What follows belongs to an exercise in optimizing a design on an open flow for small area, a short achievable clock period and few clock cycles; a production flow would make more cautious choices.
The RTL was checked by simulation tests, not by an equivalence proof against the original design.

## job 8124
==> flow/design.v (excerpt) <==
module seq_multi #(
    parameter WIDTH = 32
)
(
    input wire logic clk,
    input wire logic rst,
    input wire logic start,
    input wire logic [WIDTH - 1:0] multiplier,
    input wire logic [WIDTH - 1:0] multiplicand,
    output logic busy,
    output logic [(WIDTH * 2) - 1:0] product
);
    logic [63:0] s, c;         
    logic [31:0] m;            
    logic [31:17] q;           
    logic n8;                  
    logic bm, bq, bx, bd;
    wire accept = start & ~busy;
    wire need_b = |multiplier[31:17];
    wire [63:0] psum;
    assign product = psum;
    wire [31:0] ms = bm ? m : multiplicand;
    wire [32:0] qa = {multiplier, 1'b0};     
    wire ng0 = ~bq & (qa[2]);
    wire on0 = ~bq & (qa[1] ^ qa[0]);
    wire tw0 = ~bq & ((qa[2] & ~qa[1] & ~qa[0]) | (~qa[2] & qa[1] & qa[0]));
    wire ng1 = bq ? (q[19]) : (qa[4]);
    wire on1 = bq ? (q[18] ^ q[17]) : (qa[3] ^ qa[2]);
    wire tw1 = bq ? ((q[19] & ~q[18] & ~q[17]) | (~q[19] & q[18] & q[17])) : ((qa[4] & ~qa[3] & ~qa[2]) | (~qa[4] & qa[3] & qa[2]));
    wire ng2 = bq ? (q[21]) : (qa[6]);
    wire on2 = bq ? (q[20] ^ q[19]) : (qa[5] ^ qa[4]);
    wire tw2 = bq ? ((q[21] & ~q[20] & ~q[19]) | (~q[21] & q[20] & q[19])) : ((qa[6] & ~qa[5] & ~qa[4]) | (~qa[6] & qa[5] & qa[4]));
    wire ng3 = bq ? (q[23]) : (qa[8]);
    wire on3 = bq ? (q[22] ^ q[21]) : (qa[7] ^ qa[6]);
    wire tw3 = bq ? ((q[23] & ~q[22] & ~q[21]) | (~q[23] & q[22] & q[21])) : ((qa[8] & ~qa[7] & ~qa[6]) | (~qa[8] & qa[7] & qa[6]));
    wire ng4 = bq ? (q[25]) : (qa[10]);
    wire on4 = bq ? (q[24] ^ q[23]) : (qa[9] ^ qa[8]);
    wire tw4 = bq ? ((q[25] & ~q[24] & ~q[23]) | (~q[25] & q[24] & q[23])) : ((qa[10] & ~qa[9] & ~qa[8]) | (~qa[10] & qa[9] & qa[8]));
    wire ng5 = bq ? (q[27]) : (qa[12]);
    wire on5 = bq ? (q[26] ^ q[25]) : (qa[11] ^ qa[10]);
    wire tw5 = bq ? ((q[27] & ~q[26] & ~q[25]) | (~q[27] & q[26] & q[25])) : ((qa[12] & ~qa[11] & ~qa[10]) | (~qa[12] & qa[11] & qa[10]));
    wire ng6 = bq ? (q[29]) : (qa[14]);
    wire on6 = bq ? (q[28] ^ q[27]) : (qa[13] ^ qa[12]);
  ...
Settings: LEC_CHECK=0, CAP_MARGIN=20, CORE_MARGIN=2, CORE_UTILIZATION=55, SETUP_SLACK_MARGIN=0.5, SLEW_MARGIN=20, TNS_END_PERCENT=20; clock period 5.0 ns.
standard.sh (not shown) runs the stock make flow with config.mk's settings and CLKGATE_MAP_FILE= SYNTH_SCRIPT=/design/flow/synth_recipe.tcl, a recipe that flattens the netlist after the stock synthesis.
==> flow/flow/run.sh <==
#!/bin/bash
# The standard layout, with the port buffers made of buf_1 cells instead of the
# delay-buffer cells buffer_ports picks by default.
set -euo pipefail
export BUFFER_PORTS_ARGS="-buffer_cell sky130_fd_sc_hd__buf_1"
bash standard.sh finish > standard.log 2>&1
Testbench counts of job 8124, summed over its fixed seeds: cycles 907.
## Diff of input files: job 8746 against job 8124
diff --git a/flow/config.mk b/flow/config.mk
--- a/flow/config.mk
+++ b/flow/config.mk
@@ -6,8 +6,7 @@
 export NUM_CORES = 4
 export LEC_CHECK = 0
-export CAP_MARGIN = 20
+export CAP_MARGIN = 5
 export CORE_MARGIN = 2
 export CORE_UTILIZATION = 55
 export SETUP_SLACK_MARGIN = 0.5
-export SLEW_MARGIN = 20
-export TNS_END_PERCENT = 20
+export SLEW_MARGIN = 5
Results
STATUS first-iteration DRC count: job 8746 wins against job 8124
Summary of job 8746 over job 8124: wire length on met3 climbed 4.6%, final non-filler cell area climbed about 1.1%.
The run showing the smaller final wirelength is job 8124.
Compared with job 8124, in job 8746 register share of the cell area dropped 0.15 points; register area barely changed.

lane 1:
Starting RTL as in the previous note.
Settings: LEC_CHECK=0, ABC_AREA=1, CAP_MARGIN=20, CORE_MARGIN=2, CORE_UTILIZATION=55, SETUP_SLACK_MARGIN=0.5, SLEW_MARGIN=20; clock period 5.0 ns.
Scripts as last shown in full above: flow/flow/run.sh
Lane 1 | stages: all done | timing, DRC, antenna: all pass
Testbench counts of lane 1, summed over its fixed seeds: cycles 907.
Setup changes, lane 1 to lane 3
- an added CTS_CLUSTER_SIZE of 40
- an added CTS_CLUSTER_DIAMETER of 150
- a deleted ABC_AREA that had been 1
==> comparison <==
Compared with lane 1, in lane 3 non-clock inverter count in the final layout down 241, maximum achievable frequency down 0.35%.
Lane 1 → lane 3: post-route standard cell area excluding fillers now smaller.
Summary: with lane 1 as the reference, synthesized cell count in lane 3 moved down by more than 10%.
Taking lane 1 as the reference, in lane 3 global-route total usage across every layer dropped 0.30 points; peak per-stage delay on the critical path shows a reduction of 0.24 ns; count of clock-buffer cells in the layout has increased; synthesized area moved down.

## run a
Starting RTL as in the previous note.
export LEC_CHECK = 0
export CAP_MARGIN = 20
export CORE_MARGIN = 2
export CORE_UTILIZATION = 55
export GPL_TIMING_DRIVEN = 0
export SETUP_SLACK_MARGIN = 0.5
export SLEW_MARGIN = 20
create_clock -name core_clock -period 5.0 [get_ports {clk}]
Scripts as last shown in full above: flow/flow/run.sh
Testbench counts of run a, summed over its fixed seeds: cycles 907.
Changes in run b relative to run a:
Settings: removing GPL_TIMING_DRIVEN (formerly 0); changing SETUP_SLACK_MARGIN from 0.5 to 0.45.
Notes after the runs:
Run b: full flow OK, the timing, DRC and antenna checks passed
Per the comparison of run b with run a, cell depth of the worst setup path went down by 1.
Core utilization came out lower on run b than on run a.
Last element of the critical path: product[63] -> run a, product[41] -> run b

Starting RTL as in the previous note.
Settings: LEC_CHECK=0, CAP_MARGIN=20, CORE_MARGIN=2, CORE_UTILIZATION=65, SETUP_SLACK_MARGIN=0.5, SLEW_MARGIN=20; clock period 5.0 ns.
Scripts as last shown in full above: flow/flow/run.sh
Testbench counts at the start, summed over its fixed seeds: cycles 907.
Edit:
Settings changed: CORE_UTILIZATION 65 to 55, PLACE_DENSITY from default to 0.68.
Result: Cell count is higher by 2.8%. Clock-buffer cell count stays the same. Worst setup slack loses 0.050 ns. Via count is lower by 1.7%. Wire length is higher by 0.70%. First-iteration DRC count is higher by 3.9%. Worst hold slack loses 0.0075 ns.

==> re-timing with driven ports <==
How much do the figures lean on ideal ports? The routed layouts below were timed once more, with nothing changed but the port constraints. Step 1, drivers: a clkbuf_16 drives clk and a buf_2 each remaining input, both assumed. Step 2, shift: input delay + t, output delay - t, t = (earliest + latest rising clock arrival at the registers) / 2. This alone moves slack from input paths to output paths. Three values: ideal ports, drivers, drivers and shift; two values: the first two.
| run | t, ns | setup slack, ns | worst setup path at the end |
|---|---|---|---|
| job 8124 | 0.562 | 0.388 / 0.329 / -0.030 | input to register |
| job 8746 | 0.551 | 0.497 / 0.437 / 0.104 | input to register |
| lane 1 | 0.546 | 0.513 / 0.516 / 0.007 | input to register |
| lane 3 | 0.551 | 0.497 / 0.437 / 0.104 | input to register |
| run a | 0.559 | 0.370 / 0.310 / -0.043 | input to register |
| run b | 0.555 | 0.424 / 0.366 / 0.049 | input to register |
| the first run of note 4 | 0.513 | 0.430 / 0.372 / 0.068 | input to register |
| the second run of note 4 | 0.560 | 0.380 / 0.322 / 0.072 | input to register |
With both steps, setup timing fails in job 8124 and run a, where it was met with ideal ports. For lane 1, which loses most, drivers alone change the setup slack by +0.003 ns; drivers and shift together by -0.506 ns.
